What follows belongs to an exercise in optimizing a design on an open flow for small area, a short achievable clock period and few clock cycles; a production flow would make more cautious choices. Where RTL was checked, it was by simulation tests only, not by an equivalence proof against the original. No functional check of the RTL was part of run 1.

### design.v
module k_rom (
    input  logic [5:0] kSel,
    output logic [31:0] kBus
);
    always_comb begin
        case (kSel)
                00: kBus = 32'h428a2f98;
                01: kBus = 32'h71374491;
                02: kBus = 32'hb5c0fbcf;
                03: kBus = 32'he9b5dba5;
                04: kBus = 32'h3956c25b;
                05: kBus = 32'h59f111f1;
                06: kBus = 32'h923f82a4;
                07: kBus = 32'hab1c5ed5;
                08: kBus = 32'hd807aa98;
                09: kBus = 32'h12835b01;
                10: kBus = 32'h243185be;
                11: kBus = 32'h550c7dc3;
                12: kBus = 32'h72be5d74;
                13: kBus = 32'h80deb1fe;
                14: kBus = 32'h9bdc06a7;
                15: kBus = 32'hc19bf174;
                16: kBus = 32'he49b69c1;
                17: kBus = 32'hefbe4786;
                18: kBus = 32'h0fc19dc6;
                19: kBus = 32'h240ca1cc;
                20: kBus = 32'h2de92c6f;
                21: kBus = 32'h4a7484aa;
                22: kBus = 32'h5cb0a9dc;
                23: kBus = 32'h76f988da;
                24: kBus = 32'h983e5152;
                25: kBus = 32'ha831c66d;
                26: kBus = 32'hb00327c8;
                27: kBus = 32'hbf597fc7;
                28: kBus = 32'hc6e00bf3;
                29: kBus = 32'hd5a79147;
                30: kBus = 32'h06ca6351;
                31: kBus = 32'h14292967;
                32: kBus = 32'h27b70a85;
                33: kBus = 32'h2e1b2138;
                34: kBus = 32'h4d2c6dfc;
                35: kBus = 32'h53380d13;
                36: kBus = 32'h650a7354;
                37: kBus = 32'h766a0abb;
                38: kBus = 32'h81c2c92e;
                39: kBus = 32'h92722c85;
                40: kBus = 32'ha2bfe8a1;
                41: kBus = 32'ha81a664b;
                42: kBus = 32'hc24b8b70;
                43: kBus = 32'hc76c51a3;
                44: kBus = 32'hd192e819;
                45: kBus = 32'hd6990624;
                46: kBus = 32'hf40e3585;
                47: kBus = 32'h106aa070;
                48: kBus = 32'h19a4c116;
                49: kBus = 32'h1e376c08;
                50: kBus = 32'h2748774c;
                51: kBus = 32'h34b0bcb5;
                52: kBus = 32'h391c0cb3;
                53: kBus = 32'h4ed8aa4a;
                54: kBus = 32'h5b9cca4f;
                55: kBus = 32'h682e6ff3;
                56: kBus = 32'h748f82ee;
                57: kBus = 32'h78a5636f;
                58: kBus = 32'h84c87814;
                59: kBus = 32'h8cc70208;
                60: kBus = 32'h90befffa;
                61: kBus = 32'ha4506ceb;
                62: kBus = 32'hbef9a3f7;
                63: kBus = 32'hc67178f2;
            default: kBus = 32'h00000000;
        endcase
    end
endmodule: k_rom
module sha256_reduced (
    input  logic        clk,
    input  logic        rst_n,
    input  logic        enable,
    input  logic [7:0]  data_in,
    input  logic        data_valid,
    input  logic        end_of_file,
    output logic        ready,
    output logic [31:0] hash_out,
    output logic        hash_valid
);
    localparam int FD = 14;    
    localparam int TH = 12;    
    function automatic logic [31:0] rotr(input logic [31:0] x, input int n);
        rotr = (x >> n) | (x << (32 - n));
    endfunction
    function automatic logic [31:0] bsig0(input logic [31:0] x);
        bsig0 = rotr(x, 2) ^ rotr(x, 13) ^ rotr(x, 22);
    endfunction
    function automatic logic [31:0] bsig1(input logic [31:0] x);
        bsig1 = rotr(x, 6) ^ rotr(x, 11) ^ rotr(x, 25);
    endfunction
    function automatic logic [31:0] ssig0(input logic [31:0] x);
        ssig0 = rotr(x, 7) ^ rotr(x, 18) ^ (x >> 3);
    endfunction
    function automatic logic [31:0] ssig1(input logic [31:0] x);
        ssig1 = rotr(x, 17) ^ rotr(x, 19) ^ (x >> 10);
    endfunction
    function automatic logic [31:0] csum(input logic [31:0] x, input logic [31:0] y, input logic [31:0] z);
        csum = x ^ y ^ z;
    endfunction
    function automatic logic [31:0] ccar(input logic [31:0] x, input logic [31:0] y, input logic [31:0] z);
        ccar = {((x[30:0] & y[30:0]) | (x[30:0] & z[30:0]) | (y[30:0] & z[30:0])), 1'b0};
    endfunction
    logic       iv, ie, ien;
    logic [7:0] id;
    always_ff @(posedge clk or negedge rst_n) begin
        if (!rst_n) begin
            iv  <= 1'b0;
            ie  <= 1'b0;
            ien <= 1'b0;
        end else begin
            iv  <= data_valid;
            ie  <= end_of_file;
            ien <= enable;
        end
    end
    always_ff @(posedge clk) id <= data_in;
    logic        started;     
    logic        rx;          
    logic        eof_done;    
    logic        pad80;       
    logic [1:0]  bc;          
    logic [7:0]  nbytes;      
    logic [23:0] asm_q;
    assign ready = ~started;
    wire start  = ~started & iv & ien;
    wire byte_v = rx & iv;
    wire push   = byte_v & ((bc == 2'd3) | ie);
    logic [31:0] wdata;
    always_comb begin
        case (bc)
            2'd0:    wdata = {id, 8'h80, 16'h0000};
            2'd1:    wdata = {asm_q[7:0], id, 8'h80, 8'h00};
            2'd2:    wdata = {asm_q[15:0], id, 8'h80};
            default: wdata = {asm_q, id};
        endcase
    end
    always_ff @(posedge clk) begin
        if (byte_v) asm_q <= {asm_q[15:0], id};
    end
    logic [FD-1:0][31:0] fq;
    logic [FD-1:0]       occ;      
    logic                fne;      
    logic                pop;
    always_ff @(posedge clk) begin
        if (push) fq <= {fq[FD-2:0], wdata};
    end
    logic [31:0] fhead;
    always_comb begin
        fhead = '0;
        for (int i = 0; i < FD; i++) fhead |= fq[i] & {32{occ[i]}};
    end
    always_ff @(posedge clk or negedge rst_n) begin
        if (!rst_n) begin
            occ <= '0;
            fne <= 1'b0;
        end else if (push & ~pop) begin
            occ <= {occ[FD-2:0], ~fne};
            fne <= 1'b1;
        end else if (pop & ~push) begin
            occ <= {1'b0, occ[FD-1:1]};
            fne <= ~occ[0];
        end
    end
    localparam logic [1:0] P_IDLE = 2'd0, P_RUN = 2'd1, P_OUT = 2'd2, P_DONE = 2'd3;
    logic [1:0]  ph;
    logic [6:0]  st;
    logic        bnd;        
    logic        srcm;       
    logic        nm;         
    logic        ffq;        
    logic        zero_op;    
    logic        pad14;      
    logic        lastblk;    
    logic [1:0]  stl;        
    logic [31:0] a, b, c, d, e, f, g, h;
    logic [31:0] kq;         
    logic [31:0] dl;         
    logic [3:0][31:0] xa, xe;   
    logic [15:0][31:0] w;
    logic [7:0]  osel;
    logic [31:0] hout;
    logic        hv;
    wire run      = (ph == P_RUN);
    wire avail    = fne | eof_done;
    wire stalling = (stl != 2'd0);
    wire stall    = stalling | (run & nm & ~avail);
    wire adv      = run & ~stall;
    wire ffstep   = adv & ffq;
    wire ld_r     = adv & ~bnd;
    wire ld_b     = adv & bnd;
    assign pop = adv & srcm & fne;
    wire [6:0] st_next = (st == 7'd64) ? 7'd0 : st + 7'd1;
    logic [31:0] padword;
    always_comb begin
        if (pad80)                       padword = 32'h80000000;
        else if ((st == 7'd14) & pad14)  padword = {21'b0, nbytes, 3'b000};
        else                             padword = 32'h0;
    end
    wire [31:0] mval = fne ? fhead : padword;
    wire [31:0] ws1  = ssig1(w[14]);
    wire [31:0] ws0  = ssig0(w[1]);
    wire [31:0] wx1  = csum(ws1, w[9], ws0);
    wire [31:0] wy1  = ccar(ws1, w[9], ws0);
    wire [31:0] wx2  = csum(wx1, wy1, w[0]);
    wire [31:0] wy2  = ccar(wx1, wy1, w[0]);
    wire [31:0] wsch = wx2 + wy2;
    wire [31:0] wnew = srcm ? mval : wsch;
    logic [31:0] knext;
    k_rom krom (.kSel(st_next[5:0]), .kBus(knext));
    wire [31:0] s1  = bsig1(e);
    wire [31:0] s0  = bsig0(a);
    wire [31:0] ch  = (e & f) | (~e & g);
    wire [31:0] maj = (a & b) | (c & (a | b));
    wire [31:0] ax1 = csum(dl, ch, maj);
    wire [31:0] ay1 = ccar(dl, ch, maj);
    wire [31:0] ax2 = csum(ax1, ay1, s0);
    wire [31:0] ay2 = ccar(ax1, ay1, s0);
    wire [31:0] ax3 = csum(ax2, ay2, s1);
    wire [31:0] ay3 = ccar(ax2, ay2, s1);
    wire [31:0] an  = ax3 + ay3;
    wire [31:0] ex1 = csum(dl, ch, s1);
    wire [31:0] ey1 = ccar(dl, ch, s1);
    wire [31:0] ex2 = csum(ex1, ey1, d);
    wire [31:0] ey2 = ccar(ex1, ey1, d);
    wire [31:0] en  = ex2 + ey2;
    wire [31:0] hsrc = bnd ? xe[1] : g;
    wire [31:0] px1  = csum(hsrc, kq, w[15]);
    wire [31:0] py1  = ccar(hsrc, kq, w[15]);
    logic [31:0] iva, ive;
    always_comb begin
        case (st)
            7'd62:   begin iva = 32'ha54ff53a; ive = 32'h5be0cd19; end
            7'd63:   begin iva = 32'h3c6ef372; ive = 32'h1f83d9ab; end
            7'd64:   begin iva = 32'hbb67ae85; ive = 32'h9b05688c; end
            default: begin iva = 32'h6a09e667; ive = 32'h510e527f; end
        endcase
    end
    wire [31:0] suma = zero_op ? iva : xa[0] + a;
    wire [31:0] sume = zero_op ? ive : xe[0] + e;
    wire [31:0] a_alt = ld_b ? suma : d;
    wire [31:0] e_alt = ld_b ? sume : h;
    always_ff @(posedge clk) begin
        w <= {(adv ? wnew  : w[12]), w[15:13],
              (adv ? w[12] : w[8]),  w[11:9],
              (adv ? w[8]  : w[4]),  w[7:5],
              (adv ? w[4]  : w[0]),  w[3:1]};
        a <= ld_r ? an : a_alt;
        b <= ld_b ? xa[3] : a;
        c <= ld_b ? xa[2] : b;
        d <= ld_b ? xa[1] : c;
        e <= ld_r ? en : e_alt;
        f <= ld_b ? xe[3] : e;
        g <= ld_b ? xe[2] : f;
        h <= ld_b ? xe[1] : g;
        if (adv) begin
            kq  <= knext;
            dl  <= px1 + py1;
        end
        if (ffstep) begin
            xa <= {suma, xa[3:1]};
            xe <= {sume, xe[3:1]};
        end
    end
    always_ff @(posedge clk) begin
        hout <= ({32{osel[0] | osel[2]}} & a) | ({32{osel[1] | osel[3]}} & c) |
                ({32{osel[4] | osel[6]}} & e) | ({32{osel[5] | osel[7]}} & g);
    end
    assign hash_out   = hout;
    assign hash_valid = hv;
    wire thr = |occ[FD-1:TH-1];
    always_ff @(posedge clk or negedge rst_n) begin
        if (!rst_n) begin
            started  <= 1'b0;
            rx       <= 1'b0;
            eof_done <= 1'b0;
            pad80    <= 1'b0;
            bc       <= 2'd0;
            nbytes   <= 8'd0;
            ph       <= P_IDLE;
            st       <= 7'd0;
            bnd      <= 1'b0;
            srcm     <= 1'b0;
            nm       <= 1'b0;
            ffq      <= 1'b0;
            zero_op  <= 1'b0;
            pad14    <= 1'b0;
            lastblk  <= 1'b0;
            stl      <= 2'd0;
            osel     <= 8'd0;
            hv       <= 1'b0;
        end else begin
            if (start) begin
                started <= 1'b1;
                if (ie) begin
                    eof_done <= 1'b1;
                    pad80    <= 1'b1;
                end else begin
                    rx <= 1'b1;
                end
            end
            if (byte_v) begin
                bc     <= bc + 2'd1;
                nbytes <= nbytes + 8'd1;
                if (ie) begin
                    rx       <= 1'b0;
                    eof_done <= 1'b1;
                    pad80    <= (bc == 2'd3);
                end
            end
            if ((ph == P_IDLE) & started & (thr | eof_done)) begin
                ph      <= P_RUN;
                st      <= 7'd62;
                bnd     <= 1'b0;
                srcm    <= 1'b0;
                nm      <= 1'b0;
                ffq     <= 1'b1;
                zero_op <= 1'b1;
            end
            stl <= stall ? stl + 2'd1 : 2'd0;
            if (adv) begin
                st   <= st_next;
                bnd  <= (st_next == 7'd0);
                srcm <= (st_next <= 7'd14) | (st_next == 7'd64);
                nm   <= (st_next <= 7'd14) | ((st_next == 7'd64) & ~lastblk);
                ffq  <= (st_next >= 7'd62) | (st_next == 7'd0);
                if (srcm & ~fne & pad80) pad80 <= 1'b0;
                if (st == 7'd13) pad14 <= ~fne & ~pad80;
                if ((st == 7'd14) & ~fne & pad14) lastblk <= 1'b1;
                if (bnd) begin
                    zero_op <= 1'b0;
                    if (lastblk) begin
                        ph   <= P_OUT;
                        osel <= 8'd1;
                    end
                end
            end
            if (ph == P_OUT) begin
                osel <= {osel[6:0], 1'b0};
                if (osel[7]) ph <= P_DONE;
            end
            hv <= |osel;
        end
    end
endmodule
### run.sh
#!/bin/bash
# synth_recipe.tcl (not shown) runs the flow's synth.tcl, then flattens the netlist and writes it again
# the make line also repeats each setting of config.mk as NAME=value (left out here)
make -C /OpenROAD-flow-scripts/flow DESIGN_CONFIG=/design/flow/config.mk WORK_HOME=/design/flow/orfs CLKGATE_MAP_FILE= SYNTH_SCRIPT=/design/flow/synth_recipe.tcl finish
### config.mk
export PLATFORM = sky130hd
export DESIGN_NAME = sha256_reduced
export DESIGN_NICKNAME = sha256_reduced
export VERILOG_FILES = /design/flow/design.v
export SDC_FILE = /design/flow/constraint.sdc
export NUM_CORES = 8
export LEC_CHECK = 0
export CAP_MARGIN = 20
export CORE_MARGIN = 2
export CORE_UTILIZATION = 40
export SLEW_MARGIN = 20
export SYNTH_MEMORY_MAX_BITS = 4096
### constraint.sdc
create_clock -name core_clock -period 15.0 [get_ports {clk}]
set_input_delay 3.0000 -clock core_clock [delete_from_list [all_inputs] [get_ports {clk}]]
set_output_delay 3.0000 -clock core_clock [all_outputs]
set_load 0.01 [all_outputs]
==> impl_metrics.csv, run 1 <==
group,metric,value,unit
placement,hpwl,156,mm
timing,max_slew_margin,15.9,%
worst_setup_path,startpoint,"e[0]$_DFF_P_",
global_routing,grt_overflow,0,
worst_setup_path,worstReg2RegStart,"e[0]$_DFF_P_",
timing,setup_tns,0,ps
routing,ant_nets,0,
worst_setup_path,crit_slowest_cell,"o21ai_0",
floorplanning,dieArea,186000,sq um
placement,io_buffers,46,
floorplanning,io_pins,47,
clock_network,cts_tree,"built",
routing,routed_wl,219,mm
floorplanning,die_w,431,um
routing,wl_per_cell,24.6,um
timing,max_freq,172,MHz
clock_network,cts-root-buf,"clkbuf_16",
timing,tightest_slew,1260,ps
worst_hold_path,min_from,"w[419]$_DFF_P_",
timing,setup_slack,9190,ps
timing,finalSetupViolCount,0,
floorplanning,initial_core_util,40.3,%
global_routing,grt_pass1_vias,47981,
global_routing,grt_pass1_wl,322,mm
timing,rsz0062_at_grt,"false",
routing,drt-initial-drc-count,5192,
yosys,netlist_instances,6427,
worst_hold_path,min_path_type,"flop to flop",
clock_network,ctsResizeCount,0,
clock_network,cts-root-to-sink-buffers,3,
floorplanning,coreArea,181000,sq um
worst_setup_path,path_class,"flop to flop",
yosys,yosysUniqueCellTypes,95,
yosys,ys_async_sr_fraction,3.56,%
worst_setup_path,cp.buffers_inverters,4,
floorplanning,fp-row-count,156,
clock_network,post_cts_buffers,0,
worst_setup_path,cp_top_family,"compound AO/OA/AOI/OAI gates",
yosys,syn-cell-area,72900,sq um
timing,min_period,5810,ps
yosys,ys_ff_latch,1659,
yosys,synth-edff-count,792,
worst_setup_path,critPathArrivalTime,6450,ps
clock_network,path_clk_slew,60,ps
global_routing,grt_use_total,23.3,%
global_routing,grt_antenna_before_repair,3,
placement,gp_congestion,0.979,
timing,final_hold_viol_count,0,
timing,fin_crit_sh,38.7,%
floorplanning,die_y,431,um
yosys,avgSynthCellArea,11.3,sq um
routing,dr.pass1.iters,6,
placement,dpl.cell_count,8575,
yosys,synth_warnings,2,
run,drv_cap,0,
yosys,synth-seq-area-share,56.8,%
finish,final_cell_count_no_fill,8903,
worst_setup_path,cp_slowest_stage_delay,580,ps
clock_network,cts_buffers,171,
clock_network,cts_hold_buf,0,
run_status,outcome,"complete, no violations",
routing,vias,49537,
placement,pre_cts_slack,9280,ps
routing,drc_errors,0,
worst_setup_path,cp_max_fo,7,
clock_network,cts_htree_levels,4,
finish,final_nets,6857,
worst_setup_path,cp_cell_sequence,"mux2i_1, inv_1, fa_1, inv_1, fa_1, fa_1, inv_1, ha_1, inv_1, fa_1, nor2b_1, o31a_1, o31ai_1, a31oi_1, o21ai_0, a31oi_1, o21ai_0, xnor2_1, mux2i_1, o21ai_1",
yosys,dominantRegCellSynth,"dfxtp_1",
timing,maxSlewViolCount,0,
finish,syn_to_final_growth,12.1,%
finish,drive_above_1_share,6.75,%
worst_setup_path,cp.required,15640,ps
clock_network,clock_latency,830,ps
timing,skew,67.8,ps
global_routing,grt_max_degree,223,
clock_network,clkSinkCount,1659,
yosys,syn_nets,6904,
routing,vias_per_cell,5.56,
worst_setup_path,start_kind,"flop",
worst_setup_path,endpoint_kind,"flop",
## cell usage after synthesis (64+ instances only)
cell type | n | area, sq um
inv_1 | 239 | 897
fa_1 | 251 | 5020
a221oi_1 | 90 | 788
nor2_1 | 240 | 901
dfxtp_1 | 808 | 16200
ha_1 | 213 | 2670
a21oi_1 | 266 | 1330
nand2_1 | 1228 | 4610
nand3_1 | 64 | 320
clkbuf_1 | 313 | 1170
a22oi_1 | 189 | 1420
edfxtp_1 | 792 | 23800
xnor2_1 | 284 | 2490
a21o_1 | 109 | 818
xor2_1 | 133 | 1160
o21ai_0 | 333 | 1670
## area by class of cell
cell class              count  area, sq um
fillers                 16548        99300
flip-flops and latches   1659        41400
multi-input cells        4179        29400
clock buffers             234         4800
well taps                2370         2970
repair buffers            125         1120
clock inverters            89         1040
inverters                 244          923
diodes                      3         7.51
## stage by stage
step	area [sq um]	hold slack (ps)	utilization [%]
floorplan	72900	310	-
global placement	75800	310	41.9
detailed placement	75800	312	41.9
CTS	81600	307	45.1
global route	81700	316	45.1
finish	81700	309	45.1
## sequential cells by signal, summed over array words and instances, names as in the netlist, 2 cells and up, named ones only
name,flops
xa,128
hout,32
d,32
fq,448
occ,14
g,32
ph,2
bc,2
stl,2
osel,8
dl,32
b,32
c,32
w,512
e,32
nbytes,8
h,32
asm_q,24
id,8
f,32
a,32
st,7
xe,128
kq,32
## per-layer routing
metal	GRT usage [%]	vias up	part of all wire, %
met5	0	-	0.0059
met4	9.61	2	4.3
met3	3.38	378	6.5
met2	36.9	1924	46
met1	32.0	24636	43
li1	-	22597	-
## worst paths after layout
check / depth (start not counted) / to / slack [ps]
setup / recovery: 20 / a[31]$_DFF_P_ / 9190
hold / removal: 0 / w[387]$_DFF_P_ / 310
setup reg to reg: 20 / a[31]$_DFF_P_ / 9190
hold reg to reg: 0 / w[387]$_DFF_P_ / 310
max in group asynchronous: 2 / bnd$_DFFE_PN0P_ / 11800
min in group asynchronous: 1 / ie$_DFF_PN0_ / 1980
## cell usage in the layout (no fill, tap or decap), drive strengths merged, types with 18 or more instances in the layout
master         synthesis  final
a211oi                44     44
a21o                 111    111
a21oi                267    267
a221oi                90     90
a22o                  52     52
a22oi                189    189
a31oi                 58     58
and2                  21     21
and3                  20     20
buf                   32     80
clkbuf               313    234
clkdlybuf4s50          0     45
clkinv                 3     58
dfrtp                 59     59
dfxtp                808    808
edfxtp               792    792
fa                   251    251
ha                   213    213
inv                  241    255
mux2                  30     30
mux2i                 62     62
nand2               1228   1228
nand2b                23     23
nand3                 64     64
nand4                 40     40
nor2                 240    240
nor2b                 18     18
nor3                  64     64
o211ai                37     37
o21a                  43     43
o21ai                339    339
o31ai                 34     34
or2                   20     20
xnor2                284    284
xor2                 133    133
## kinds of logic (layout without fill, tap and decap cells)
family | count (synthesis) | after routing | synth area share, %
and+or+nand+nor | 1777 | 1777 | 10.1
DFF | 1659 | 1659 | 56.8
AOI/OAI and AO/OA | 1425 | 1425 | 13.1
buffers and inverters | 589 | 692 | 3.05
adders and majority gates | 467 | 467 | 10.6
xor gates and xnor gates | 417 | 417 | 5.01
muxes | 93 | 93 | 1.35
other | 0 | 3 | 0
==> inputs of run 2 (changes only) <==
--- a/design.v
+++ b/design.v
@@ -86,3 +86,3 @@
     localparam int FD = 14;    
-    localparam int TH = 12;    
+    localparam int NB = 46;    
     function automatic logic [31:0] rotr(input logic [31:0] x, input int n);
@@ -185,3 +185,3 @@
     logic [15:0][31:0] w;
-    logic [7:0]  osel;
+    logic [7:1]  osel;
     logic [31:0] hout;
@@ -269,5 +269,7 @@
     end
+    wire fin = ld_b & lastblk;
     always_ff @(posedge clk) begin
-        hout <= ({32{osel[0] | osel[2]}} & a) | ({32{osel[1] | osel[3]}} & c) |
-                ({32{osel[4] | osel[6]}} & e) | ({32{osel[5] | osel[7]}} & g);
+        hout <= ({32{fin}} & suma) |
+                ({32{osel[1] | osel[3]}} & b) | ({32{osel[2]}} & d) |
+                ({32{osel[4] | osel[6]}} & h) | ({32{osel[5] | osel[7]}} & f);
     end
@@ -275,3 +277,3 @@
     assign hash_valid = hv;
-    wire thr = |occ[FD-1:TH-1];
+    wire thr = (nbytes >= 8'(NB));
     always_ff @(posedge clk or negedge rst_n) begin
@@ -294,3 +296,3 @@
             stl      <= 2'd0;
-            osel     <= 8'd0;
+            osel     <= 7'd0;
             hv       <= 1'b0;
@@ -336,13 +338,8 @@
                     zero_op <= 1'b0;
-                    if (lastblk) begin
-                        ph   <= P_OUT;
-                        osel <= 8'd1;
-                    end
+                    if (lastblk) ph <= P_OUT;
                 end
             end
-            if (ph == P_OUT) begin
-                osel <= {osel[6:0], 1'b0};
-                if (osel[7]) ph <= P_DONE;
-            end
-            hv <= |osel;
+            osel <= {osel[6:1], fin};
+            if (osel[7]) ph <= P_DONE;
+            hv <= fin | (|osel);
         end
==> run 2 against run 1 <==
Net effect: first-iteration DRC count rose by 1.5%; synthesized area rose by 0.38%; clock skew rose by 13 ps; sequential share of layout area fell by 0.069 points; largest cell class unchanged.
==> impl_metrics.csv, run 2 <==
group,metric,value,unit
run_status,outcome,"complete, no violations",
global_routing,grt_use_total,23.7,%
worst_setup_path,cp.required,15680,ps
worst_setup_path,start_kind,"flop",
yosys,synth-seq-area-share,56.6,%
clock_network,cts-root-buf,"clkbuf_16",
worst_setup_path,r2r_cells,18,
run,drv_cap,0,
worst_hold_path,min_path_type,"flop to flop",
finish,final_common_cell,"nand2_1",
timing,rsz0062_at_grt,"false",
timing,maxSlewViolCount,0,
worst_setup_path,cp_max_fo,6,
finish,syn_to_final_growth,11.7,%
clock_network,cts_tree,"built",
placement,pre_cts_slack,9360,ps
timing,setup_slack,9250,ps
timing,fin_crit_sh,38.3,%
global_routing,grt_pass1_vias,48268,
yosys,yosys-top-cells-area,"edfxtp_1, dfxtp_1, fa_1, nand2_1, ha_1",
yosys,avgSynthCellArea,11.3,sq um
timing,whs,291,ps
timing,max_slew_margin,23.0,%
yosys,synth_warnings,2,
worst_setup_path,cp_top_family,"adder cells",
clock_network,ctsResizeCount,0,
finish,final_nets,6873,
clock_network,clock_latency,850,ps
yosys,netlist_instances,6464,
routing,drt-initial-drc-count,5268,
worst_setup_path,crit_slowest_cell,"dfxtp_1",
clock_network,cts_hold_buf,0,
clock_network,clkSinkCount,1658,
worst_hold_path,min_from,"w[362]$_DFF_P_",
finish,largest_register,"w",
yosys,yosysUniqueCellTypes,94,
yosys,synth-edff-count,792,
yosys,dominantRegCellSynth,"dfxtp_1",
routing,routed_wl,222,mm
timing,max_freq,174,MHz
yosys,ys_ff_latch,1658,
clock_network,cts-root-to-sink-buffers,3,
floorplanning,dieArea,186000,sq um
yosys,yosys.area.top_type_share,32.5,%
finish,reg_top3,"w (512), fq (448)",
routing,drc_errors,0,
worst_hold_path,whs_path_depth,0,
worst_setup_path,critical_path_depth,18,
clock_network,post_cts_buffers,0,
clock_network,cts_htree_levels,4,
floorplanning,initial_core_util,40.4,%
global_routing,grt_antenna_before_repair,6,
yosys,yosys.cell_count.top_type,"nand2_1",
clock_network,cts_buffers,173,
placement,gp_congestion,0.954,
yosys,ys_async_sr_fraction,3.50,%
floorplanning,io_pins,47,
global_routing,grt_pass1_wl,327,mm
worst_hold_path,hold-path-endpoint,"w[330]$_DFF_P_",
routing,vias_per_cell,5.55,
global_routing,grt_max_degree,196,
worst_setup_path,r2r-end,"a[31]$_DFF_P_",
worst_setup_path,cpMostUsedCell,"fa_1",
placement,hpwl,158,mm
worst_setup_path,cp_slowest_stage_delay,550,ps
floorplanning,die_w,432,um
worst_setup_path,path_class,"flop to flop",
timing,tightest_slew,1150,ps
global_routing,grt_overflow,0,
worst_setup_path,worstReg2RegStart,"e[1]$_DFF_P_",
yosys,synth_commonest_cells,"nand2_1, dfxtp_1, edfxtp_1",
yosys,syn_nets,6940,
worst_setup_path,endpoint_kind,"flop",
worst_setup_path,rrSetupSlack,9250,ps
finish,layout_common_cells,"nand2_1, dfxtp_1, edfxtp_1",
yosys,syn-cell-area,73200,sq um
worst_setup_path,cp.buffers_inverters,2,
timing,min_period,5750,ps
clock_network,path_clk_slew,60,ps
finish,largest_reg_flops,512,
floorplanning,fp-row-count,156,
routing,dr.pass1.iters,6,
worst_setup_path,critPathArrivalTime,6430,ps
floorplanning,coreArea,181000,sq um
worst_setup_path,cp_cell_sequence,"mux2i_1, fa_1, fa_1, fa_1, inv_1, ha_1, inv_1, fa_1, nor2b_1, o31a_1, o221ai_1, a21oi_1, nor3_1, o21ai_0, a41oi_1, xnor2_1, nor3_1, a221o_1",
timing,finalSetupViolCount,0,
timing,final_hold_viol_count,0,
routing,wl_per_cell,24.9,um
timing,skew,80.9,ps
finish,drive_above_1_share,6.55,%
timing,setup_tns,0,ps
placement,io_buffers,46,
routing,ant_nets,0,
routing,vias,49515,
yosys,synth_top_area_cell,"edfxtp_1",
floorplanning,die_y,432,um
[run 2: cell count changes after synthesis, moves of 15 or more]
cell	change
o21bai_1	+17
a22oi_1	-34
o31ai_1	-15
a221oi_1	+16
nor3_1	-16
o21ai_0	-23
a21oi_1	+26
o21ai_1	+15
[run 2: metal layers]
metal	global-route usage, %	share of wire [%]
met5	0	0.017
met4	8.09	3.4
met3	3.81	7.3
met2	36.1	45
met1	34.2	45
[run 2: worst max path at each step]
stage / from / end / slack [ps]
finish: e[1]$_DFF_P_ / a[31]$_DFF_P_ / 9250
global route: e[1]$_DFF_P_ / a[31]$_DFF_P_ / 9000
CTS: e[1]$_DFF_P_ / a[31]$_DFF_P_ / 9290
detailed placement: e[1]$_DFF_P_ / a[31]$_DFF_P_ / 9360
global placement: e[0]$_DFF_P_ / a[31]$_DFF_P_ / 9460
floorplan: bc[0]$_DFFE_PN0P_ / occ[10]$_DFFE_PN0P_ / 210
[run 2: layout make-up]
cell class / count / area [sq um]
antenna: 3 / 7.51
timing repair buffer: 115 / 1010
clock inverter: 82 / 985
multi-input combinational: 4197 / 29600
tap: 2370 / 2970
fill: 16620 / 99600
sequential: 1658 / 41400
inverter: 252 / 953
clock buffer: 246 / 4860
[run 2: logic make-up (layout without fill, tap and decap cells)]
group,after synthesis,count (layout),share of synthesized area [%]
fa+ha+maj,466,466,10.5
xor+xnor,420,420,5.03
other cells,0,3,0
flops,1658,1658,56.6
simple gates,1771,1771,9.98
mux,96,96,1.43
compound gates,1444,1444,13.3
buf+inv,609,695,3.16
[run 2: metrics by stage]
| stage | area [sq um] | instances | utilization (%) |
|---|---|---|---|
| finish | 81700 | 8923 | 45.1 |
| global route | 81700 | 8920 | 45.1 |
| CTS | 81700 | 8919 | 45.1 |
| detailed placement | 75900 | 8591 | 41.8 |
| global placement | 75900 | 8590 | 41.8 |
| floorplan | 73200 | 6464 | - |
Testbench counts of run 2, summed over its fixed seeds: cycles 20,631.
==> inputs of run 3 (changes only) <==
==> flow/run.sh (new file) <==
#!/bin/bash
# Standard synthesis, then the standard flow's own layout with a larger setup margin for
# timing repair, so that repair keeps working past the constraint's period.
set -euo pipefail
bash standard.sh synth > synth.log 2>&1
bash standard.sh SETUP_SLACK_MARGIN=10.4 TNS_END_PERCENT=100 finish > layout.log 2>&1
==> standard.sh (new file) <==
#!/bin/bash
# synth_recipe.tcl (not shown) runs the flow's synth.tcl, then flattens the netlist and writes it again
# the make line also repeats each setting of config.mk as NAME=value (left out here)
make -C /OpenROAD-flow-scripts/flow DESIGN_CONFIG=/design/flow/config.mk WORK_HOME=/design/flow/orfs CLKGATE_MAP_FILE= SYNTH_SCRIPT=/design/flow/synth_recipe.tcl "${@:-finish}"
removed: run.sh
==> run 3 against run 2 <==
Net effect: worst setup slack gained 1000 ps; synthesized cell count is the same; maximum frequency grew 21%; final area grew 2.0%; register-to-register slack gained 1000 ps; die area is the same; wire length grew 0.15%; synthesized area is the same; worst hold slack gained 18 ps; sequential share of layout area shrank 0.78 points.
==> impl_metrics.csv, run 3 <==
group,metric,value,unit
run_status,outcome,"complete, no violations",
finish,syn_to_final_growth,14.0,%
finish,drive_above_1_share,10.6,%
clock_network,cts-root-buf,"clkbuf_16",
worst_setup_path,cp_max_fo,5,
routing,ant_nets,0,
worst_setup_path,endpoint_kind,"flop",
finish,final_nets,6935,
routing,routed_wl,223,mm
global_routing,grt_use_total,23.5,%
routing,dr.pass1.iters,6,
clock_network,path_clk_slew,70,ps
global_routing,top_usage_layer,"met2",
yosys,yosys.area.top_type_share,32.5,%
clock_network,clock_latency,830,ps
worst_setup_path,cpMostUsedCell,"fa_1",
yosys,synth-edff-count,792,
worst_setup_path,cp_cell_sequence,"mux2i_4, fa_1, fa_2, fa_1, inv_2, ha_4, a211o_1, a21o_1, o2111a_2, nor2_4, a221oi_4, a221oi_2, a22oi_1, a21oi_1, a31oi_1, a2111oi_1",
routing,drc_errors,0,
yosys,syn_nets,6940,
finish,reg_top3,"w (512), fq (448)",
worst_setup_path,critPathArrivalTime,5410,ps
timing,final_hold_viol_count,0,
yosys,avgSynthCellArea,11.3,sq um
run,drv_cap,0,
timing,fin_crit_sh,31.6,%
yosys,yosysUniqueCellTypes,94,
timing,max_slew_margin,20.2,%
clock_network,cts_tree,"built",
worst_setup_path,start_kind,"flop",
timing,rsz0062_at_grt,"true",
routing,drt-initial-drc-count,5824,
yosys,yosys.cell_count.top_type,"nand2_1",
clock_network,clkSinkCount,1658,
yosys,yosys-top-cells-area,"edfxtp_1, dfxtp_1, fa_1, nand2_1, ha_1",
timing,tightest_slew,1200,ps
worst_hold_path,min_path_type,"flop to flop",
timing,finalSetupViolCount,0,
global_routing,grt_overflow,0,
routing,wl_per_cell,24.8,um
placement,gp_congestion,0.977,
finish,final_util,46.0,%
placement,io_buffers,46,
floorplanning,coreArea,181000,sq um
finish,postLayoutCellArea,83400,sq um
timing,skew,58.6,ps
yosys,synth_warnings,2,
clock_network,cts-root-to-sink-buffers,3,
finish,largest_reg_flops,512,
global_routing,grt_pass1_wl,326,mm
yosys,synth_top_area_cell,"edfxtp_1",
finish,seq_area,41600,sq um
finish,multiInputGateArea,30400,sq um
clock_network,cts_htree_levels,4,
routing,vias_per_cell,5.65,
global_routing,use_met3,4.18,%
worst_setup_path,cp_slowest_stage_delay,550,ps
placement,hpwl,155,mm
timing,max_freq,211,MHz
worst_setup_path,crit_slowest_cell,"fa_2",
timing,maxSlewViolCount,0,
finish,largest_register,"w",
finish,final_common_cell,"nand2_1",
yosys,dominantRegCellSynth,"dfxtp_1",
floorplanning,fp-row-count,156,
floorplanning,dieArea,186000,sq um
yosys,synth-seq-area-share,56.6,%
yosys,synth_commonest_cells,"nand2_1, dfxtp_1, edfxtp_1",
global_routing,grt_util_met1,33.5,%
finish,fillers,16389,
global_routing,use_met2,36.0,%
placement,dpl-instance-area,75900,sq um
yosys,ys_ff_latch,1658,
worst_setup_path,rrSetupSlack,10270,ps
floorplanning,initial_core_util,40.4,%
routing,vias,50707,
global_routing,grt_max_degree,221,
worst_setup_path,cp.required,15680,ps
finish,layout_common_cells,"nand2_1, edfxtp_1, dfxtp_1",
floorplanning,io_pins,47,
timing,min_period,4730,ps
yosys,syn-cell-area,73200,sq um
worst_setup_path,path_class,"flop to flop",
global_routing,grt_antenna_before_repair,2,
yosys,netlist_instances,6464,
floorplanning,die_w,432,um
timing,setup_tns,0,ps
yosys,ys_async_sr_fraction,3.50,%
clock_network,cts_buffers,173,
global_routing,grt_pass1_vias,48620,
floorplanning,die_y,432,um
-- run 3: cell counts after synthesis --
Identical to the previous run, type by type.
-- run 3: final timing paths --
kind,start,to,depth (start not counted)
worst min register to register,w[382]$_DFF_P_,w[350]$_DFF_P_,0
worst max register to register,e[2]$_DFF_P_,a[30]$_DFF_P_,16
worst max-delay path,e[2]$_DFF_P_,a[30]$_DFF_P_,16
max in group asynchronous,rst_n,bnd$_DFFE_PN0P_,2
worst min-delay path,w[382]$_DFF_P_,w[350]$_DFF_P_,0
min in group asynchronous,rst_n,bc[0]$_DFFE_PN0P_,1
-- run 3: area by class of cell --
| class | count | area share, % |
|---|---|---|
| timing repair buffer | 176 | 1.83 |
| inverter | 252 | 1.15 |
| sequential | 1658 | 49.9 |
| tap | 2370 | 3.56 |
| clock buffer | 223 | 5.75 |
| multi-input combinational | 4198 | 36.5 |
| clock inverter | 98 | 1.37 |
| antenna | 3 | 0.00900 |
-- run 3: per-layer routing --
metal,wire (um),vias up
met5,9,-
li1,-,22812
met3,18700,407
met2,98700,2298
met4,8130,2
met1,97000,25188
-- run 3: logic make-up (layout without fill, tap and decap cells) --
family,Yosys count,in the layout,synth area share [%]
xor gates and xnor gates,420,420,5.03
AOI/OAI and AO/OA,1444,1444,13.3
other,0,3,0
adders and majority gates,466,466,10.5
buffers and inverters,609,749,3.16
DFF,1658,1658,56.6
muxes,96,96,1.43
and+or+nand+nor,1771,1772,9.98
-- run 3: timing repair --
item,in CTS,in global routing
pin swaps,32,60
endpoints found under the hold margin,0,0
endpoints found under the setup margin,168,184
buffers inserted,29,33
cloned,0,1
hold buffers,0,0
gates resized for setup,207,141
-- run 3: through the flow --
| step | setup slack [ps] | hold slack [ps] | instances |
|---|---|---|---|
| CTS | 10230 | 305 | 8940 |
| detailed placement | 9430 | 312 | 8590 |
| global route | 10130 | 311 | 8975 |
| floorplan | 6190 | 310 | 6464 |
| finish | 10270 | 309 | 8978 |
| global placement | 9460 | 310 | 8590 |
-- run 3: worst max-delay path, delay by kind of cell, from the launching register on --
kind | cells | cell delay, ps
multiplexers | 1 | 280
AND/OR/NAND/NOR | 1 | 210
flip-flops | 1 | 360
adder cells (fa/ha/maj) | 4 | 1660
buffers and inverters | 1 | 90
AO/OA/AOI/OAI | 9 | 1960
==> inputs of run 4 (changes only) <==
--- a/config.mk
+++ b/config.mk
@@ -9,3 +9,5 @@
 export CORE_MARGIN = 2
-export CORE_UTILIZATION = 40
+export CORE_UTILIZATION = 55
+export CTS_CLUSTER_DIAMETER = 100
+export CTS_CLUSTER_SIZE = 25
 export SLEW_MARGIN = 20
==> run 4 against run 3 <==
Net effect: critical path depth is 2 higher; worst hold slack improved by 14 ps; via count shrank 2.5%; critical endpoint is now a[31]$_DFF_P_; largest cell class unchanged; synthesized area did not move; sequential share of layout area up 2.5 points; register-to-register slack improved by 130 ps; synthesized cell count is the same.
==> impl_metrics.csv, run 4 <==
group,metric,value,unit
routing,dr.pass1.iters,8,
floorplanning,dieArea,136000,sq um
global_routing,grt_overflow,0,
timing,tightest_slew,1080,ps
placement,pre_cts_slack,9330,ps
yosys,yosys.area.top_type_share,32.5,%
worst_setup_path,cp.buffers_inverters,2,
finish,reg_top3,"w (512), fq (448)",
timing,final_hold_viol_count,0,
worst_hold_path,min_from,"w[210]$_DFF_P_",
routing,vias_per_cell,6.04,
timing,setup_slack,10390,ps
timing,maxSlewViolCount,0,
yosys,yosys.cell_count.top_type,"nand2_1",
yosys,syn_nets,6940,
clock_network,path_clk_slew,100,ps
routing,vias,49454,
worst_setup_path,startpoint,"e[1]$_DFF_P_",
finish,final_nets,6855,
timing,max_slew_margin,27.4,%
yosys,syn-cell-area,73200,sq um
finish,largest_register,"w",
finish,final_util,60.3,%
worst_setup_path,crit_slowest_cell,"fa_2",
worst_setup_path,worstReg2RegStart,"e[1]$_DFF_P_",
routing,wl_per_cell,26.8,um
finish,drive_above_1_share,8.67,%
run_status,outcome,"complete, no violations",
global_routing,grt_pass1_vias,47876,
clock_network,cts-root-buf,"clkbuf_16",
clock_network,clkSinkCount,1658,
yosys,synth-seq-area-share,56.6,%
yosys,dominantRegCellSynth,"dfxtp_1",
routing,drc_errors,0,
yosys,yosysUniqueCellTypes,94,
routing,routed_wl,219,mm
clock_network,cts_buffers,79,
finish,layout_common_cells,"nand2_1, edfxtp_1, dfxtp_1",
clock_network,cts_htree_levels,3,
global_routing,grt_use_total,32.0,%
worst_setup_path,cp_cell_sequence,"mux2i_4, fa_1, fa_2, fa_1, inv_1, ha_2, inv_2, fa_2, nor2b_4, o31a_1, o221ai_4, a21oi_4, nor3_4, o21ai_2, a41oi_2, xnor2_1, nor3_1, a221o_1",
run,drv_cap,0,
timing,setup_tns,0,ps
finish,postLayoutCellArea,79500,sq um
yosys,synth_top_area_cell,"edfxtp_1",
finish,syn_to_final_growth,8.59,%
yosys,ys_async_sr_fraction,3.50,%
worst_setup_path,cp.required,15600,ps
placement,gp_congestion,0.986,
floorplanning,initial_core_util,55.5,%
timing,skew,61.6,ps
yosys,netlist_instances,6464,
floorplanning,fp-row-count,133,
placement,io_buffers,46,
timing,fin_crit_sh,30.7,%
finish,largest_reg_flops,512,
floorplanning,coreArea,132000,sq um
floorplanning,die_y,369,um
global_routing,grt_antenna_before_repair,0,
yosys,avgSynthCellArea,11.3,sq um
worst_setup_path,cp_max_fo,3,
placement,dpl-instance-area,75200,sq um
yosys,synth_warnings,2,
floorplanning,io_pins,47,
timing,finalSetupViolCount,0,
finish,final_common_cell,"nand2_1",
global_routing,grt_pass1_wl,320,mm
timing,max_freq,217,MHz
clock_network,clock_latency,750,ps
worst_setup_path,path_class,"flop to flop",
worst_setup_path,start_kind,"flop",
placement,hpwl,157,mm
floorplanning,die_w,369,um
routing,ant_nets,0,
yosys,ys_ff_latch,1658,
yosys,synth-edff-count,792,
worst_hold_path,min_path_type,"flop to flop",
clock_network,cts_tree,"built",
worst_setup_path,cp_top_family,"adder cells",
clock_network,cts-root-to-sink-buffers,3,
yosys,yosys-top-cells-area,"edfxtp_1, dfxtp_1, fa_1, nand2_1, ha_1",
worst_setup_path,endpoint_kind,"flop",
timing,min_period,4610,ps
yosys,synth_commonest_cells,"nand2_1, dfxtp_1, edfxtp_1",
routing,drt-initial-drc-count,5227,
worst_setup_path,cp_slowest_stage_delay,550,ps
worst_setup_path,critPathArrivalTime,5210,ps
global_routing,grt_max_degree,181,
timing,rsz0062_at_grt,"true",
==> run 4: cell count changes in the layout (fill, tap and decap cells not counted), moves of 13 or more <==
cell,before,now
buf_4,117,131
bufinv_16,14,0
clkbuf_1,28,41
clkbuf_16,178,80
clkbuf_8,17,1
clkinv_1,22,2
clkinv_2,31,1
==> run 4: final cells by class <==
type / instances / area, sq um
Fill cell: 10827 / 52300
Sequential cell: 1658 / 41600
Multi-Input combinational cell: 4197 / 30600
Tap cell: 1755 / 2200
Clock buffer: 122 / 2170
Timing Repair Buffer: 191 / 1620
Inverter: 252 / 956
Clock inverter: 15 / 284
Antenna cell: 3 / 7.51
==> run 4: logic make-up (layout without fill, tap and decap cells) <==
family | count (synthesis) | after routing | share of synthesized area, %
adder cells (fa/ha/maj) | 466 | 466 | 10.5
other | 0 | 3 | 0
AO/OA/AOI/OAI | 1444 | 1444 | 13.3
flip-flops | 1658 | 1658 | 56.6
XOR/XNOR | 420 | 420 | 5.03
AND/OR/NAND/NOR | 1771 | 1771 | 9.98
buffers and inverters | 609 | 580 | 3.16
multiplexers | 96 | 96 | 1.43
==> run 4: repair_timing <==
item	in CTS	in global routing
pin swaps	46	46
resized for setup	262	113
setup endpoints to repair	107	43
hold buffers	0	0
buffers inserted	37	34
==> run 4: final timing paths <==
| path | endpoint | slack, ps | depth (start not counted) |
|---|---|---|---|
| worst max-delay path | a[31]$_DFF_P_ | 10390 | 18 |
| worst min-delay path | w[178]$_DFF_P_ | 320 | 0 |
| worst max register to register | a[31]$_DFF_P_ | 10390 | 18 |
| worst min register to register | w[178]$_DFF_P_ | 320 | 0 |
| max in group asynchronous | bnd$_DFFE_PN0P_ | 11790 | 2 |
| min in group asynchronous | bc[0]$_DFFE_PN0P_ | 2140 | 1 |
==> run 4: layer usage <==
metal / track usage, % / part of all wire (%) / up-vias
met5: 0 / 0 / -
met4: 13.9 / 5.2 / 0
met3: 3.23 / 5.7 / 422
met2: 53.5 / 48 / 1922
met1: 42.4 / 41 / 24578
li1: - / - / 22532
==> run 4: worst reg2reg max path, stage by stage, from the launching register on <==
cell	delay [ps]
dfxtp_4	380
mux2i_4	290
fa_1	480
fa_2	550
fa_1	390
inv_1	80
ha_2	190
inv_2	40
fa_2	370
nor2b_4	140
o31a_1	230
o221ai_4	200
a21oi_4	260
nor3_4	70
o21ai_2	170
a41oi_2	120
xnor2_1	170
nor3_1	60
a221o_1	270
==> run 4: per-stage QoR <==
| stage | cells | hold slack (ps) |
|---|---|---|
| 3_3_place_gp | 7981 | 310 |
| 3_5_place_dp | 7981 | 312 |
| 4_1_cts | 8155 | 327 |
| 5_1_grt | 8190 | 330 |
| 2_1_floorplan | 6464 | 310 |
| 6_report | 8193 | 323 |
==> inputs of run 5 (changes only) <==
--- a/design.v
+++ b/design.v
@@ -108,2 +108,27 @@
     endfunction
+    function automatic logic [63:0] comp42(input logic [31:0] x1, input logic [31:0] x2,
+                                           input logic [31:0] x3, input logic [31:0] x4);
+        logic [31:0] p, t, co, ss, cc;
+        p  = x1 ^ x2;
+        t  = p ^ (x3 ^ x4);
+        co = {(p[30:0] & x3[30:0]) | (~p[30:0] & x1[30:0]), 1'b0};
+        ss = t ^ co;
+        cc = {(t[30:0] & co[30:0]) | (~t[30:0] & x4[30:0]), 1'b0};
+        comp42 = {ss, cc};
+    endfunction
+    function automatic logic [31:0] skadd(input logic [31:0] x, input logic [31:0] y);
+        logic [31:0] gg, pp, g2, p2;
+        gg = x & y; pp = x ^ y;
+        for (int k = 1; k < 32; k = k * 2) begin
+            g2 = gg; p2 = pp;
+            for (int i = 0; i < 32; i++) begin
+                if ((i / k) % 2 == 1) begin
+                    g2[i] = gg[i] | (pp[i] & gg[(i / k) * k - 1]);
+                    p2[i] = pp[i] & pp[(i / k) * k - 1];
+                end
+            end
+            gg = g2; pp = p2;
+        end
+        skadd = (x ^ y) ^ {gg[30:0], 1'b0};
+    endfunction
     logic       iv, ie, ien;
@@ -129,3 +154,4 @@
     logic [23:0] asm_q;
-    assign ready = ~started;
+    logic        nrdy;        
+    assign ready = ~nrdy;
     wire start  = ~started & iv & ien;
@@ -207,10 +233,7 @@
     wire [31:0] ws0  = ssig0(w[1]);
-    wire [31:0] wx1  = csum(ws1, w[9], ws0);
-    wire [31:0] wy1  = ccar(ws1, w[9], ws0);
-    wire [31:0] wx2  = csum(wx1, wy1, w[0]);
-    wire [31:0] wy2  = ccar(wx1, wy1, w[0]);
-    wire [31:0] wsch = wx2 + wy2;
+    wire [63:0] wc   = comp42(w[9], w[0], ws0, ws1);
+    wire [31:0] wsch = wc[63:32] + wc[31:0];
     wire [31:0] wnew = srcm ? mval : wsch;
     logic [31:0] knext;
-    k_rom krom (.kSel(st_next[5:0]), .kBus(knext));
+    k_rom krom (.kSel(adv ? st_next[5:0] : st[5:0]), .kBus(knext));
     wire [31:0] s1  = bsig1(e);
@@ -219,14 +242,8 @@
     wire [31:0] maj = (a & b) | (c & (a | b));
-    wire [31:0] ax1 = csum(dl, ch, maj);
-    wire [31:0] ay1 = ccar(dl, ch, maj);
-    wire [31:0] ax2 = csum(ax1, ay1, s0);
-    wire [31:0] ay2 = ccar(ax1, ay1, s0);
-    wire [31:0] ax3 = csum(ax2, ay2, s1);
-    wire [31:0] ay3 = ccar(ax2, ay2, s1);
-    wire [31:0] an  = ax3 + ay3;
-    wire [31:0] ex1 = csum(dl, ch, s1);
-    wire [31:0] ey1 = ccar(dl, ch, s1);
-    wire [31:0] ex2 = csum(ex1, ey1, d);
-    wire [31:0] ey2 = ccar(ex1, ey1, d);
-    wire [31:0] en  = ex2 + ey2;
+    wire [63:0] ac  = comp42(dl, maj, ch, s0);
+    wire [31:0] ax3 = csum(ac[63:32], ac[31:0], s1);
+    wire [31:0] ay3 = ccar(ac[63:32], ac[31:0], s1);
+    wire [31:0] an  = skadd(ax3, ay3);
+    wire [63:0] ec  = comp42(dl, d, ch, s1);
+    wire [31:0] en  = skadd(ec[63:32], ec[31:0]);
     wire [31:0] hsrc = bnd ? xe[1] : g;
@@ -260,4 +277,4 @@
         h <= ld_b ? xe[1] : g;
+        kq <= knext;
         if (adv) begin
-            kq  <= knext;
             dl  <= px1 + py1;
@@ -281,2 +298,3 @@
             started  <= 1'b0;
+            nrdy     <= 1'b0;
             rx       <= 1'b0;
@@ -301,2 +319,3 @@
                 started <= 1'b1;
+                nrdy    <= 1'b1;
                 if (ie) begin
==> flow/run.sh (replaced) <==
#!/bin/bash
# Standard synthesis, then the standard flow's own layout with two changes: timing repair
# gets a larger setup margin, so that it keeps working past the constraint's
# period, and the port buffers are plain buffers (sky130_fd_sc_hd__buf_2)
# instead of the delay cells that buffer_ports picks by default.
set -euo pipefail
bash standard.sh synth > synth.log 2>&1
bash standard.sh SETUP_SLACK_MARGIN=10.7 TNS_END_PERCENT=100 \
  "BUFFER_PORTS_ARGS=-buffer_cell sky130_fd_sc_hd__buf_2" finish > layout.log 2>&1
--- a/config.mk
+++ b/config.mk
@@ -12,2 +12,3 @@
 export CTS_CLUSTER_SIZE = 25
+export GPL_TIMING_DRIVEN = 1
 export SLEW_MARGIN = 20
==> run 5 against run 4 <==
Net effect: maximum frequency rose by 2.6%; clock skew fell by 22 ps; sequential share of layout area fell by 0.83 points; worst hold slack got worse by 16 ps; utilization fell by 0.27 points; flip-flop and latch count did not move; critical path type unchanged.
==> impl_metrics.csv, run 5 <==
group,metric,value,unit
run_status,outcome,"complete, no violations",
timing,max_slew_margin,25.2,%
timing,min_period,4490,ps
floorplanning,die_w,370,um
yosys,yosysUniqueCellTypes,102,
yosys,synth_top_area_cell,"edfxtp_1",
global_routing,grt_max_degree,203,
timing,finalSetupViolCount,0,
yosys,ys_ff_latch,1658,
global_routing,grt_antenna_before_repair,3,
floorplanning,dieArea,137000,sq um
timing,tightest_slew,1120,ps
worst_setup_path,cp_max_fo,3,
yosys,synth_warnings,2,
yosys,synth.mux.area_fraction,1.49,%
finish,seq_area,41200,sq um
yosys,dominantRegCellSynth,"dfxtp_1",
routing,routed_wl,222,mm
routing,wl_per_cell,26.1,um
clock_network,path_clk_slew,110,ps
yosys,synth-seq-area-share,55.7,%
global_routing,grt_pass1_wl,324,mm
worst_setup_path,cp.required,15620,ps
yosys,syn-cell-area,73800,sq um
yosys,yosys-top-cells-area,"edfxtp_1, dfxtp_1, nand2_1, xnor2_1, ha_1",
placement,hpwl,157,mm
clock_network,clock_latency,760,ps
timing,whs,307,ps
timing,rsz0062_at_grt,"true",
clock_network,cts-root-buf,"clkbuf_16",
routing,dr.pass1.iters,6,
clock_network,cts_hold_buf,0,
yosys,synth_top_family_by_area,"compound AO/OA/AOI/OAI gates",
finish,layout_common_cells,"nand2_1, dfxtp_1, edfxtp_1",
timing,max_freq,223,MHz
routing,drc_errors,0,
global_routing,grt_pass1_vias,48585,
timing,skew,39.1,ps
finish,final_util,60.0,%
floorplanning,die_y,370,um
routing,drt-initial-drc-count,5521,
placement,gp_congestion,0.985,
finish,drive_above_1_share,9.79,%
floorplanning,initial_core_util,55.3,%
worst_setup_path,critPathArrivalTime,5110,ps
timing,setup_tns,0,ps
worst_setup_path,endpoint_kind,"flop",
routing,vias,51270,
yosys,yosys.area.top_type_share,30.9,%
finish,final_common_cell,"nand2_1",
yosys,synthSimpleGateAreaFrac,11.1,%
yosys,avgSynthCellArea,10.9,sq um
clock_network,clkSinkCount,1658,
clock_network,cts_tree,"built",
yosys,synth_commonest_cells,"nand2_1, dfxtp_1, edfxtp_1",
finish,largest_register,"w",
finish,final_nets,6984,
worst_setup_path,path_class,"flop to flop",
run,drv_cap,0,
yosys,synth-edff-count,760,
floorplanning,fp-row-count,134,
timing,fin_crit_sh,29.9,%
clock_network,cts-root-to-sink-buffers,3,
yosys,yosys.area_share.adder,7.20,%
finish,syn_to_final_growth,8.44,%
placement,pre_cts_slack,9840,ps
clock_network,cts_htree_levels,3,
yosys,yosys.cell_count.top_type,"nand2_1",
finish,reg_top3,"w (512), fq (448)",
finish,largest_reg_flops,512,
yosys,synth_xor_area_share,8.90,%
routing,ant_nets,0,
placement,io_buffers,46,
yosys,syn_nets,7059,
worst_hold_path,min_path_type,"flop to flop",
timing,final_hold_viol_count,0,
yosys,synth-compound-area-share,12.8,%
floorplanning,coreArea,133000,sq um
worst_setup_path,start_kind,"flop",
yosys,ys_async_sr_fraction,3.50,%
global_routing,grt_overflow,0,
floorplanning,io_pins,47,
timing,setup_slack,10510,ps
clock_network,cts_buffers,79,
global_routing,grt_use_total,31.9,%
finish,fillers,11139,
routing,vias_per_cell,6.02,
finish,multiInputGateArea,32000,sq um
yosys,netlist_instances,6762,
timing,maxSlewViolCount,0,
run 5: changes by cell type after synthesis, sizes merged, moves of 32 or more:
cell    previous run  this run
dfxtp            808       840
nor2             230       322
a22oi            155       202
edfxtp           792       760
inv              251       174
xnor2            289       466
fa               251        73
maj3               3       121
xor2             131       232
run 5: worst paths after layout:
path / startpoint / end / slack [ps] / cells past startpoint
max: e[3]$_DFF_P_ / a[17]$_DFF_P_ / 10510 / 21
min: w[75]$_DFF_P_ / w[43]$_DFF_P_ / 310 / 0
max reg2reg: e[3]$_DFF_P_ / a[17]$_DFF_P_ / 10510 / 21
min reg2reg: w[75]$_DFF_P_ / w[43]$_DFF_P_ / 310 / 0
max in group asynchronous: rst_n / bnd$_DFFE_PN0P_ / 11790 / 1
min in group asynchronous: rst_n / iv$_DFF_PN0_ / 2390 / 1
run 5: final cells by class:
class	count	area share [%]
flip-flops and latches	1658	51.6
diodes	2	0.00626
clock buffers	120	2.66
multi-input cells	4575	40.0
repair buffers	196	1.89
inverters	177	0.852
clock inverters	14	0.311
well taps	1768	2.77
run 5: kinds of logic (layout without fill, tap and decap cells):
kind of cell | after synthesis | after routing
buf+inv | 532 | 507
other cells | 0 | 2
fa+ha+maj | 405 | 405
xor+xnor | 717 | 718
simple gates | 1952 | 1954
mux | 102 | 102
flops | 1658 | 1658
compound gates | 1396 | 1396
run 5: routing by layer:
| metal | vias up | GRT usage, % | wire length [um] | part of all wire, % |
|---|---|---|---|---|
| met1 | 25244 | 43.7 | 94600 | 43 |
| met4 | 2 | 13.7 | 11200 | 5.1 |
| li1 | 23649 | - | - | - |
| met3 | 403 | 4.10 | 13800 | 6.2 |
| met5 | - | 0 | 12 | 0.0054 |
| met2 | 1972 | 51.3 | 102000 | 46 |
run 5: worst max-delay path, cell delays in order, from the launching register on:
cell	delay, ps
dfxtp_4	360
mux2_4	320
xor2_2	180
xor2_1	280
xnor2_1	180
xor2_1	220
fa_1	460
inv_2	80
ha_4	220
a21oi_4	130
a211o_1	220
nand2_1	90
o21bai_1	180
nand3b_1	140
a21oi_2	190
o21bai_1	100
a21o_1	180
fa_2	340
xor2_1	150
nor2_1	130
a211oi_2	50
a21o_1	170
run 5: per-stage QoR:
| step | std cells | instance area, sq um |
|---|---|---|
| after global placement | 8293 | 75500 |
| after detailed placement | 8293 | 75500 |
| final | 8510 | 80000 |
| after floorplan | 6762 | 73900 |
| after global routing | 8508 | 80000 |
| after CTS | 8487 | 79300 |
run 5: timing repair:
item / in CTS / in global routing
resized for setup: 252 / 120
cloned: 3 / 1
setup endpoints to repair: 162 / 285
pin swaps: 62 / 44
buffers inserted: 57 / 20
Testbench counts of run 5, summed over its fixed seeds: cycles 20,631.
==> inputs of run 6 (changes only) <==
--- a/config.mk
+++ b/config.mk
@@ -12,3 +12,2 @@
 export CTS_CLUSTER_SIZE = 25
-export GPL_TIMING_DRIVEN = 1
 export SLEW_MARGIN = 20
==> run 6 against run 5 <==
Net effect: still clean on timing, DRC and antenna; via count stayed put; synthesized cell count stayed put; count of clock-buffer cells in the layout stayed put; maximum frequency stayed put; wire length stayed put; critical path type unchanged; largest cell class unchanged.
==> impl_metrics.csv, run 6 <==
group,metric,value,unit
run_status,outcome,"complete, no violations",
timing,final_hold_viol_count,0,
timing,setup_slack,10510,ps
yosys,avgSynthCellArea,10.9,sq um
worst_hold_path,hold-path-endpoint,"w[43]$_DFF_P_",
worst_setup_path,start_kind,"flop",
yosys,yosysUniqueCellTypes,102,
finish,layout_common_cells,"nand2_1, dfxtp_1, edfxtp_1",
yosys,yosys.area.top_type_share,30.9,%
global_routing,grt_pass1_vias,48585,
yosys,synth_commonest_cells,"nand2_1, dfxtp_1, edfxtp_1",
routing,dr.pass1.iters,6,
worst_setup_path,path_class,"flop to flop",
worst_hold_path,min_from,"w[75]$_DFF_P_",
finish,syn_to_final_growth,8.44,%
floorplanning,io_pins,47,
routing,vias,51270,
timing,skew,39.1,ps
clock_network,cts-root-to-sink-buffers,3,
routing,wl_per_cell,26.1,um
routing,ant_nets,0,
global_routing,grt_max_degree,203,
yosys,yosys.cell_count.top_type,"nand2_1",
worst_setup_path,endpoint_kind,"flop",
floorplanning,initial_core_util,55.3,%
yosys,yosys-top-cells-area,"edfxtp_1, dfxtp_1, nand2_1, xnor2_1, ha_1",
yosys,netlist_instances,6762,
worst_setup_path,rrSetupSlack,10510,ps
clock_network,cts_tree,"built",
global_routing,grt_pass1_wl,324,mm
timing,fin_crit_sh,29.9,%
floorplanning,dieArea,137000,sq um
global_routing,grt_use_total,31.9,%
yosys,synth-seq-area-share,55.7,%
yosys,synth_warnings,2,
finish,reg_top3,"w (512), fq (448)",
finish,final_nets,6984,
worst_setup_path,critPathArrivalTime,5110,ps
clock_network,cts_htree_levels,3,
timing,min_period,4490,ps
yosys,ys_async_sr_fraction,3.50,%
finish,final_common_cell,"nand2_1",
clock_network,cts_hold_buf,0,
global_routing,grt_antenna_before_repair,3,
floorplanning,die_w,370,um
clock_network,cts_buffers,79,
worst_setup_path,worstReg2RegStart,"e[3]$_DFF_P_",
timing,setup_tns,0,ps
yosys,dominantRegCellSynth,"dfxtp_1",
routing,drc_errors,0,
placement,hpwl,157,mm
floorplanning,die_y,370,um
routing,vias_per_cell,6.02,
yosys,synth_top_area_cell,"edfxtp_1",
yosys,ys_ff_latch,1658,
finish,largest_reg_flops,512,
finish,largest_register,"w",
worst_setup_path,cp.required,15620,ps
worst_setup_path,r2r-end,"a[17]$_DFF_P_",
timing,maxSlewViolCount,0,
worst_hold_path,whs_path_depth,0,
clock_network,cts-root-buf,"clkbuf_16",
routing,routed_wl,222,mm
timing,max_freq,223,MHz
timing,finalSetupViolCount,0,
timing,rsz0062_at_grt,"true",
yosys,syn-cell-area,73800,sq um
placement,pre_cts_slack,9840,ps
clock_network,clock_latency,760,ps
yosys,synth-edff-count,760,
floorplanning,coreArea,133000,sq um
worst_setup_path,r2r_cells,21,
timing,max_slew_margin,25.2,%
run,drv_cap,0,
worst_hold_path,min_path_type,"flop to flop",
routing,drt-initial-drc-count,5521,
clock_network,path_clk_slew,110,ps
placement,io_buffers,46,
floorplanning,fp-row-count,134,
placement,gp_congestion,0.985,
global_routing,grt_overflow,0,
finish,drive_above_1_share,9.79,%
worst_setup_path,cp_max_fo,3,
yosys,syn_nets,7059,
clock_network,clkSinkCount,1658,
finish,final_util,60.0,%
timing,tightest_slew,1120,ps
==> run 6: cell counts after synthesis <==
No cell type changed its count.
==> run 6: cell families after synthesis <==
kind of cell / count (synthesis) / synth area share [%]
AO/OA/AOI/OAI: 1396 / 12.8
XOR/XNOR: 717 / 8.90
buffers and inverters: 532 / 2.84
flip-flops: 1658 / 55.7
adder cells (fa/ha/maj): 405 / 7.20
multiplexers: 102 / 1.49
AND/OR/NAND/NOR: 1952 / 11.1
==> run 6: layout make-up <==
cell class / instances / area, sq um
tap: 1768 / 2210
sequential: 1658 / 41200
clock inverter: 14 / 249
multi-input combinational: 4575 / 32000
timing repair buffer: 196 / 1510
inverter: 177 / 682
antenna: 2 / 5.00
fill: 11139 / 53300
clock buffer: 120 / 2130
==> run 6: routing by layer <==
| layer | share of wire, % | global-route usage [%] |
|---|---|---|
| met3 | 6.2 | 4.10 |
| met5 | 0.0054 | 0 |
| met1 | 43 | 43.7 |
| met2 | 46 | 51.3 |
| met4 | 5.1 | 13.7 |
==> run 6: worst max path at each step <==
stage / slack [ps] / cells past startpoint / from / end
after floorplan: 6190 / 10 / bc[0]$_DFFE_PN0P_ / occ[9]$_DFFE_PN0P_
after global placement: 9890 / 17 / e[6]$_DFF_P_ / a[22]$_DFF_P_
after detailed placement: 9840 / 14 / bnd$_DFFE_PN0P_ / dl[31]$_DFFE_PP_
after CTS: 10570 / 21 / e[3]$_DFF_P_ / a[17]$_DFF_P_
after global routing: 10300 / 21 / e[3]$_DFF_P_ / a[17]$_DFF_P_
final: 10510 / 21 / e[3]$_DFF_P_ / a[17]$_DFF_P_
==> run 6: repair_timing <==
item                       4_1_cts  5_1_grt
setup endpoints to repair      162      285
gates resized for setup        252      120
buffers inserted                57       20
gates cloned                     3        1
pin swaps                       62       44
==> run 6: worst max-delay path, cell delays in order, from the launching register on <==
cell      delay [ps]
dfxtp_4          360
mux2_4           320
xor2_2           180
xor2_1           280
xnor2_1          180
xor2_1           220
fa_1             460
inv_2             80
ha_4             220
a21oi_4          130
a211o_1          220
nand2_1           90
o21bai_1         180
nand3b_1         140
a21oi_2          190
o21bai_1         100
a21o_1           180
fa_2             340
xor2_1           150
nor2_1           130
a211oi_2          50
a21o_1           170
==> run 6: metrics by stage <==
stage	area [sq um]	cells	hold WS [ps]
finish	80000	8510	307
global route	80000	8508	325
CTS	79300	8487	313
detailed placement	75500	8293	312
global placement	75500	8293	310
floorplan	73900	6762	310

-- static timing again, ports no longer ideal --
No port has a modelled driver above. Below, the same layouts with a new extraction and two added sets of constraints. Step 1: set_driving_cell puts a clkbuf_16 on clk and a buf_2 on each other input, an assumption about the parent block. Step 2 moves the port delays by t, midway between the first and last clock arrival at a register: inputs arrive t later, outputs are due t later. That takes back most of the time a late clock gives input paths. Slacks: no drivers / after step 1 / after step 2; pairs: no drivers / after step 1.
run | t (ns) | slack for setup (ns) | worst hold slack (ns) | latest minus earliest clock arrival (ns)
run 1 | 0.882 | 9.189 / 9.189 / 9.189 | 0.309 / 0.309 / 0.309 | 0.072 / 0.072
run 2 | 0.902 | 9.250 / 9.250 / 9.250 | 0.291 / 0.291 / 0.291 | 0.093 / 0.094
run 3 | 0.884 | 10.265 / 10.265 / 10.265 | 0.309 / 0.309 / 0.309 | 0.068 / 0.068
run 4 | 0.798 | 10.393 / 10.374 / 10.393 | 0.323 / 0.323 / 0.323 | 0.065 / 0.065
run 5 | 0.805 | 10.508 / 10.508 / 10.508 | 0.307 / 0.307 / 0.307 | 0.054 / 0.055
run 6 | 0.805 | 10.508 / 10.508 / 10.508 | 0.307 / 0.307 / 0.307 | 0.054 / 0.055
After both steps every run listed still meets setup and hold.
